Background: an optimization exercise with open tools, aiming at small area and a short achievable clock period. Do not read the settings as production practice. Function was checked by simulation only, so behaviour that the tests miss may differ from the original. No activity file was given, so power comes from the tool's default toggle rates.

ember:
==> flow/design.v (excerpt) <==
module neurona_capa_1(
    weight_0, weight_1, weight_2, weight_3, weight_4, weight_5, weight_6, weight_7, weight_8, weight_9, weight_10, weight_11, weight_12, weight_13, weight_14, weight_15, weight_16, weight_17, weight_18, weight_19, weight_20, weight_21, weight_22, weight_23, weight_24, weight_25, weight_26, weight_27, weight_28, weight_29, weight_30, weight_31, weight_32, weight_33, weight_34, weight_35, weight_36, weight_37, weight_38, weight_39, weight_40, weight_41, weight_42, weight_43, weight_44, weight_45, weight_46, weight_47, weight_48,
    pixel_0, pixel_1, pixel_2, pixel_3, pixel_4, pixel_5, pixel_6, pixel_7, pixel_8, pixel_9, pixel_10, pixel_11, pixel_12, pixel_13, pixel_14, pixel_15, pixel_16, pixel_17, pixel_18, pixel_19, pixel_20, pixel_21, pixel_22, pixel_23, pixel_24, pixel_25, pixel_26, pixel_27, pixel_28, pixel_29, pixel_30, pixel_31, pixel_32, pixel_33, pixel_34, pixel_35, pixel_36, pixel_37, pixel_38, pixel_39, pixel_40, pixel_41, pixel_42, pixel_43, pixel_44, pixel_45, pixel_46, pixel_47, pixel_48,
    clk, out
);
clock: 8.0 ns
lec_check: 0
abc_clock_period_in_ps: 1500
cap_margin: 20
core_margin: 2
core_utilization: 40
cts_buf_list: sky130_fd_sc_hd__clkbuf_4 sky130_fd_sc_hd__clkbuf_8
setup_slack_margin: 4.7
slew_margin: 20
synth_hierarchical: 1
synth_minimum_keep_size: 0
standard.sh (not shown) runs the stock make flow with config.mk's settings and CLKGATE_MAP_FILE= SYNTH_SCRIPT=/design/flow/synth_recipe.tcl, a recipe that flattens the netlist after the stock synthesis.
==> flow/flow/run.sh <==
#!/bin/bash
# Own layout flow: the standard flow (standard.sh, unchanged synthesis),
# except that the port buffers buffer_ports inserts are buf_1 cells rather
# than the default it picks; timing repair resizes them where needed.
set -euo pipefail
export BUFFER_PORTS_ARGS="-buffer_cell sky130_fd_sc_hd__buf_1"
bash standard.sh > standard.log 2>&1
The following lists how sierra was set up differently from ember:
- SETUP_SLACK_MARGIN: 4.7 -> 4.6
- ABC_CLOCK_PERIOD_IN_PS: 1500 -> unset
--- outcome ---
Comparing register-to-register slack for ember and sierra, the bigger number came from ember. Est. power | sierra vs ember | sierra lower. In sierra the worst hold slack turned out 11 ps higher than in ember. Comparing ember with sierra, the synthesized instance count came out essentially unchanged. Diff ember -> sierra: setup skew after layout moved down; count of buffering cells on the critical path with inverters included shows no meaningful change; final weighted congestion in routability-driven placement saw an increase. Between ember and sierra, the overall track demand over capacity in global routing is higher for sierra. Clock period minus final worst setup slack: ember and sierra compared, lower one is ember. The cell with the largest stage delay on the worst path comes out sky130_fd_sc_hd__fa_1 in one run and sky130_fd_sc_hd__dfxtp_2 in the other, namely in sierra and ember respectively. The run showing the greater non-clock buffer count is ember.
Input-level comparison between cedar and sierra:
- swapping 4.6 for 4.8 in SETUP_SLACK_MARGIN
Findings:
Combinational cell fraction of total power was lower in sierra than in cedar.
cedar against sierra: HPWL reported at the end of detailed placement saw a decrease, total number of placement rows saw little to no change.
Relative max-transition margin ends up higher on cedar.
Hold slack: sierra and cedar compared, higher one is sierra
The core of cedar is more densely filled than that of sierra.
Compared with sierra, cedar shows via count of the first global-routing pass that has gone down by a few percent.
Summary of cedar over sierra: initial antenna violation count has decreased, largest buffer count on any clock path now sits at about the same level, worst path arrival time went down.
The higher post-detailed-routing wire length came out of sierra.
### cedar -> quartz
- clearing SETUP_SLACK_MARGIN, which used to be 4.8
==> flow/flow/run.sh <==
#!/bin/bash
# Own layout flow: the standard flow (standard.sh, unchanged synthesis),
# with two changes: the port buffers buffer_ports inserts are buf_1 cells
# (timing repair resizes them where needed), and the setup repair margin is
# 0 ns for the pre-placement repair in floorplan and 5.0 ns for the
# repairs after clock-tree synthesis and global routing, so that gates are
# upsized from placed timing rather than from the wire-less estimate.
set -euo pipefail
export BUFFER_PORTS_ARGS="-buffer_cell sky130_fd_sc_hd__buf_1"
SETUP_SLACK_MARGIN=0 bash standard.sh synth floorplan > standard_floorplan.log 2>&1
SETUP_SLACK_MARGIN=5.0 bash standard.sh > standard.log 2>&1
==> results.txt <==
quartz vs cedar — count of clock-buffer cells in the layout rose 2. Worst hold slack ends up lower on cedar. From cedar to quartz the numbers moved as follows: non-filler instance count after layout saw an increase; final area saw an increase; utilization has increased.
#### Input delta (garnet over quartz)
- SETUP_SLACK_MARGIN: unset -> 4.7
==> flow/flow/run.sh <==
#!/bin/bash
# Own layout flow: the standard flow (standard.sh, unchanged synthesis),
# except that the port buffers buffer_ports inserts are buf_1 cells rather
# than the default it picks; timing repair resizes them where needed.
set -euo pipefail
export BUFFER_PORTS_ARGS="-buffer_cell sky130_fd_sc_hd__buf_1"
bash standard.sh > standard.log 2>&1
--- outcome ---
Power density over the cells: garnet vs quartz down 1.1%. garnet against quartz: routed wire length -5.2%; worst hold slack -6.6 ps; area growth from synthesis to layout down 14 points. From quartz to garnet the numbers moved as follows: non-clock buffering overhead in the final layout decreased by 4.0 points relative to the old numbers, total power fell by about 11%, setup slack after layout moved down. Lower sequential cell area was reported by garnet, not quartz. When the final numbers for garnet and quartz were put side by side, the register fraction of the total cell area turned out to be smaller in quartz. Per the comparison of garnet with quartz, sequential share of power grew by 2.1 points; area of all placed cells without fillers lost about 10%.
### garnet -> harbor
- clearing SETUP_SLACK_MARGIN, which used to be 4.7
==> flow/flow/run.sh <==
#!/bin/bash
# Own layout flow: the standard flow (standard.sh, unchanged synthesis),
# with two changes: the port buffers buffer_ports inserts are buf_1 cells
# (timing repair resizes them where needed), and the setup repair margin is
# 4.4 ns for the pre-placement repair in floorplan and 4.7 ns for the
# repairs after clock-tree synthesis and global routing, so that gates are
# upsized from placed timing rather than from the wire-less estimate.
set -euo pipefail
export BUFFER_PORTS_ARGS="-buffer_cell sky130_fd_sc_hd__buf_1"
SETUP_SLACK_MARGIN=4.4 bash standard.sh synth floorplan > standard_floorplan.log 2>&1
SETUP_SLACK_MARGIN=4.7 bash standard.sh > standard.log 2>&1
--- outcome ---
Compared with garnet, in harbor multi-input combinational area share shows a reduction of 0.71 points, part of the total power dissipated in sequential elements shows a reduction of 0.4 points, power density over the cells shows an increase of 14 nW/um^2, met2 global-route usage shows an increase of 2.9 points.

---

## job 4643
Another version of the RTL of neurona_capa_1 (not shown whole).
Size in the first run: ~990 cells after synthesis, ~0.011 mm2 of cells after synthesis.
export LEC_CHECK = 0
export CAP_MARGIN = 20
export CORE_MARGIN = 2
export CORE_UTILIZATION = 60
export SETUP_SLACK_MARGIN = 4.7
export SLEW_MARGIN = 20
export SYNTH_HIERARCHICAL = 1
export SYNTH_MINIMUM_KEEP_SIZE = 0
create_clock -name core_clock -period 8.0 [get_ports {clk}]
==> flow/flow/run.sh <==
#!/bin/bash
# Own layout flow: the standard flow (standard.sh, unchanged synthesis),
# except that the port buffers buffer_ports inserts are buf_1 cells rather
# than the default it picks; timing repair resizes them where needed.
set -euo pipefail
export BUFFER_PORTS_ARGS="-buffer_cell sky130_fd_sc_hd__buf_1"
bash standard.sh > standard.log 2>&1
For job 4197, these inputs were changed with respect to job 4643:
Settings: SETUP_SLACK_MARGIN changed from 4.7 to 5.0; CORE_UTILIZATION changed from 60 to 40.
--- outcome ---
- A kind of critical path of in -> reg is what job 4643 shows, while reg -> reg belongs to job 4197.
- On combined flip-flop and latch cell area: between job 4197 and job 4643, it ends up higher for job 4197.
- The slowest cell on the critical path comes out sky130_fd_sc_hd__fa_1 in one run and sky130_fd_sc_hd__xor2_1 in the other, namely in job 4197 and job 4643 respectively.
- Looking at wire length across job 4197 and job 4643, the one that comes out higher is job 4197.
- Re clock network power share: job 4197 is 0.2 points down on job 4643.
Setup changes, job 4197 to job 4819
Settings: SETUP_SLACK_MARGIN changed from 5.0 to 4.5.
==> results.txt <==
From job 4197 to job 4819 the numbers moved as follows: detailed-route vias per instance grew by 0.090; share of the core filled with cells shrank by 11 points; worst hold slack held steady; first-pass GRT wire length shrank by 1.4 mm.
| clock latency at the later pin of the worst-skew pair | job 4197 vs job 4819 | ≈ equal |
Job 4819 completed end to end with timing, DRC and antenna clean.
On number of iterations in the first detailed-routing pass: between job 4197 and job 4819, it ends up lower for job 4197.
Setup changes, job 4819 to job 5899
Settings: SETUP_SLACK_MARGIN now 4.7, was 4.5.
[summary]
Per the comparison of job 5899 with job 4819, met3 usage dropped 1.1 points; worst setup slack +0.18 ns.
The capturing instance or port of the critical path comes out r1[89] in one run and r1[88] in the other, namely in job 5899 and job 4819 respectively.
Re post-detailed-routing wire length: job 5899 is about 3.6% down on job 4819.

---

Setup of the reference run:
RTL: one of the versions met above, not the one the previous note started from.
For scale: ~960 cells after synthesis, about 450 I/O pins, ~11000 µm² of cells after synthesis.
==> flow/config.mk <==
export PLATFORM = sky130hd
export DESIGN_NAME = neurona_capa_1
export DESIGN_NICKNAME = neurona_capa_1
export VERILOG_FILES = /design/flow/design.v
export SDC_FILE = /design/flow/constraint.sdc
export NUM_CORES = 4
export LEC_CHECK = 0
export CAP_MARGIN = 20
export CORE_MARGIN = 2
export CORE_UTILIZATION = 40
export CTS_BUF_LIST = sky130_fd_sc_hd__clkbuf_4 sky130_fd_sc_hd__clkbuf_8
export SLEW_MARGIN = 20
export SYNTH_HIERARCHICAL = 1
export SYNTH_MINIMUM_KEEP_SIZE = 0
==> flow/constraint.sdc <==
create_clock -name core_clock -period 8.0 [get_ports {clk}]
set_input_delay 1.6000 -clock core_clock [delete_from_list [all_inputs] [get_ports {clk}]]
set_output_delay 1.6000 -clock core_clock [all_outputs]
set_load 0.01 [all_outputs]
==> flow/flow/run.sh <==
#!/bin/bash
# Own layout flow: the standard flow (standard.sh, unchanged synthesis),
# with two changes: the port buffers buffer_ports inserts are buf_1 cells
# (timing repair resizes them where needed), and the setup repair margin is
# 0 ns for the pre-placement repair in floorplan and 4.7 ns for the
# repairs after clock-tree synthesis and global routing, so that gates are
# upsized from placed timing rather than from the wire-less estimate.
set -euo pipefail
export BUFFER_PORTS_ARGS="-buffer_cell sky130_fd_sc_hd__buf_1"
SETUP_SLACK_MARGIN=0 bash standard.sh synth floorplan > standard_floorplan.log 2>&1
SETUP_SLACK_MARGIN=4.7 bash standard.sh > standard.log 2>&1
The reference run finished every step from synthesis to the final layout, and the layout passed the timing, DRC and antenna checks.
## Diff of input files: the trial run against the reference run
--- a/flow/flow/run.sh
+++ b/flow/flow/run.sh
@@ -5 +5 @@
-# 0 ns for the pre-placement repair in floorplan and 4.7 ns for the
+# 0 ns for the pre-placement repair in floorplan and 4.85 ns for the
@@ -11 +11 @@
-SETUP_SLACK_MARGIN=4.7 bash standard.sh > standard.log 2>&1
+SETUP_SLACK_MARGIN=4.85 bash standard.sh > standard.log 2>&1
### Flow results
The final layout from the trial run, which completed every stage, passed the timing, DRC and antenna checks at the end of the flow. Compared with the reference run, in the trial run growth of design area from synthesis to finish went up 4.9 points; via count held. Delta (the trial run minus the reference run): final worst setup slack went up by 83 ps, design area went up 4.1%.

separate check: timing with driven ports:
No port has a modelled driver above. Below, the same layouts with a new extraction and two added sets of constraints. Step 1, drivers: a clkbuf_16 drives clk and a buf_2 each remaining input, both assumed. Step 2 moves the port delays by t, midway between the first and last clock arrival at a register: inputs arrive t later, outputs are due t later. That takes back most of the time a late clock gives input paths. a / b / c = ideal ports / drivers / drivers and shift; a / b = the first two.
run | shift t [ns] | slack for setup (ns) | hold WS [ns] | latest minus earliest clock arrival (ns) | cell pins on the clock port's net
ember | 0.412 | 4.727 / 4.684 / 4.330 | 0.525 / 0.525 / 0.525 | 0.020 / 0.020 | 1
sierra | 0.414 | 4.634 / 4.642 / 4.239 | 0.536 / 0.536 / 0.536 | 0.011 / 0.010 | 1
cedar | 0.428 | 4.628 / 4.628 / 4.420 | 0.520 / 0.520 / 0.520 | 0.018 / 0.018 | 1
quartz | 0.406 | 4.799 / 4.799 / 4.434 | 0.532 / 0.532 / 0.532 | 0.013 / 0.013 | 1
garnet | 0.412 | 4.727 / 4.684 / 4.330 | 0.525 / 0.525 / 0.525 | 0.020 / 0.020 | 1
harbor | 0.407 | 4.725 / 4.736 / 4.329 | 0.531 / 0.531 / 0.531 | 0.012 / 0.013 | 1
job 4643 | 0.401 | 4.659 / 4.641 / 4.240 | 0.532 / 0.532 / 0.532 | 0.008 / 0.008 | 1
job 4197 | 0.394 | 4.753 / 4.753 / 4.367 | 0.517 / 0.517 / 0.517 | 0.012 / 0.012 | 1
job 4819 | 0.391 | 4.522 / 4.538 / 4.147 | 0.520 / 0.520 / 0.520 | 0.012 / 0.012 | 1
job 5899 | 0.382 | 4.702 / 4.718 / 4.336 | 0.520 / 0.520 / 0.520 | 0.009 / 0.010 | 1
the reference run | 0.407 | 4.725 / 4.736 / 4.329 | 0.531 / 0.531 / 0.531 | 0.012 / 0.013 | 1
the trial run | 0.410 | 4.808 / 4.800 / 4.441 | 0.532 / 0.532 / 0.532 | 0.012 / 0.013 | 1
After both steps setup and hold are still met in every run listed. For job 4643, which loses most, drivers alone change the setup slack by -0.018 ns; drivers and shift together by -0.419 ns.
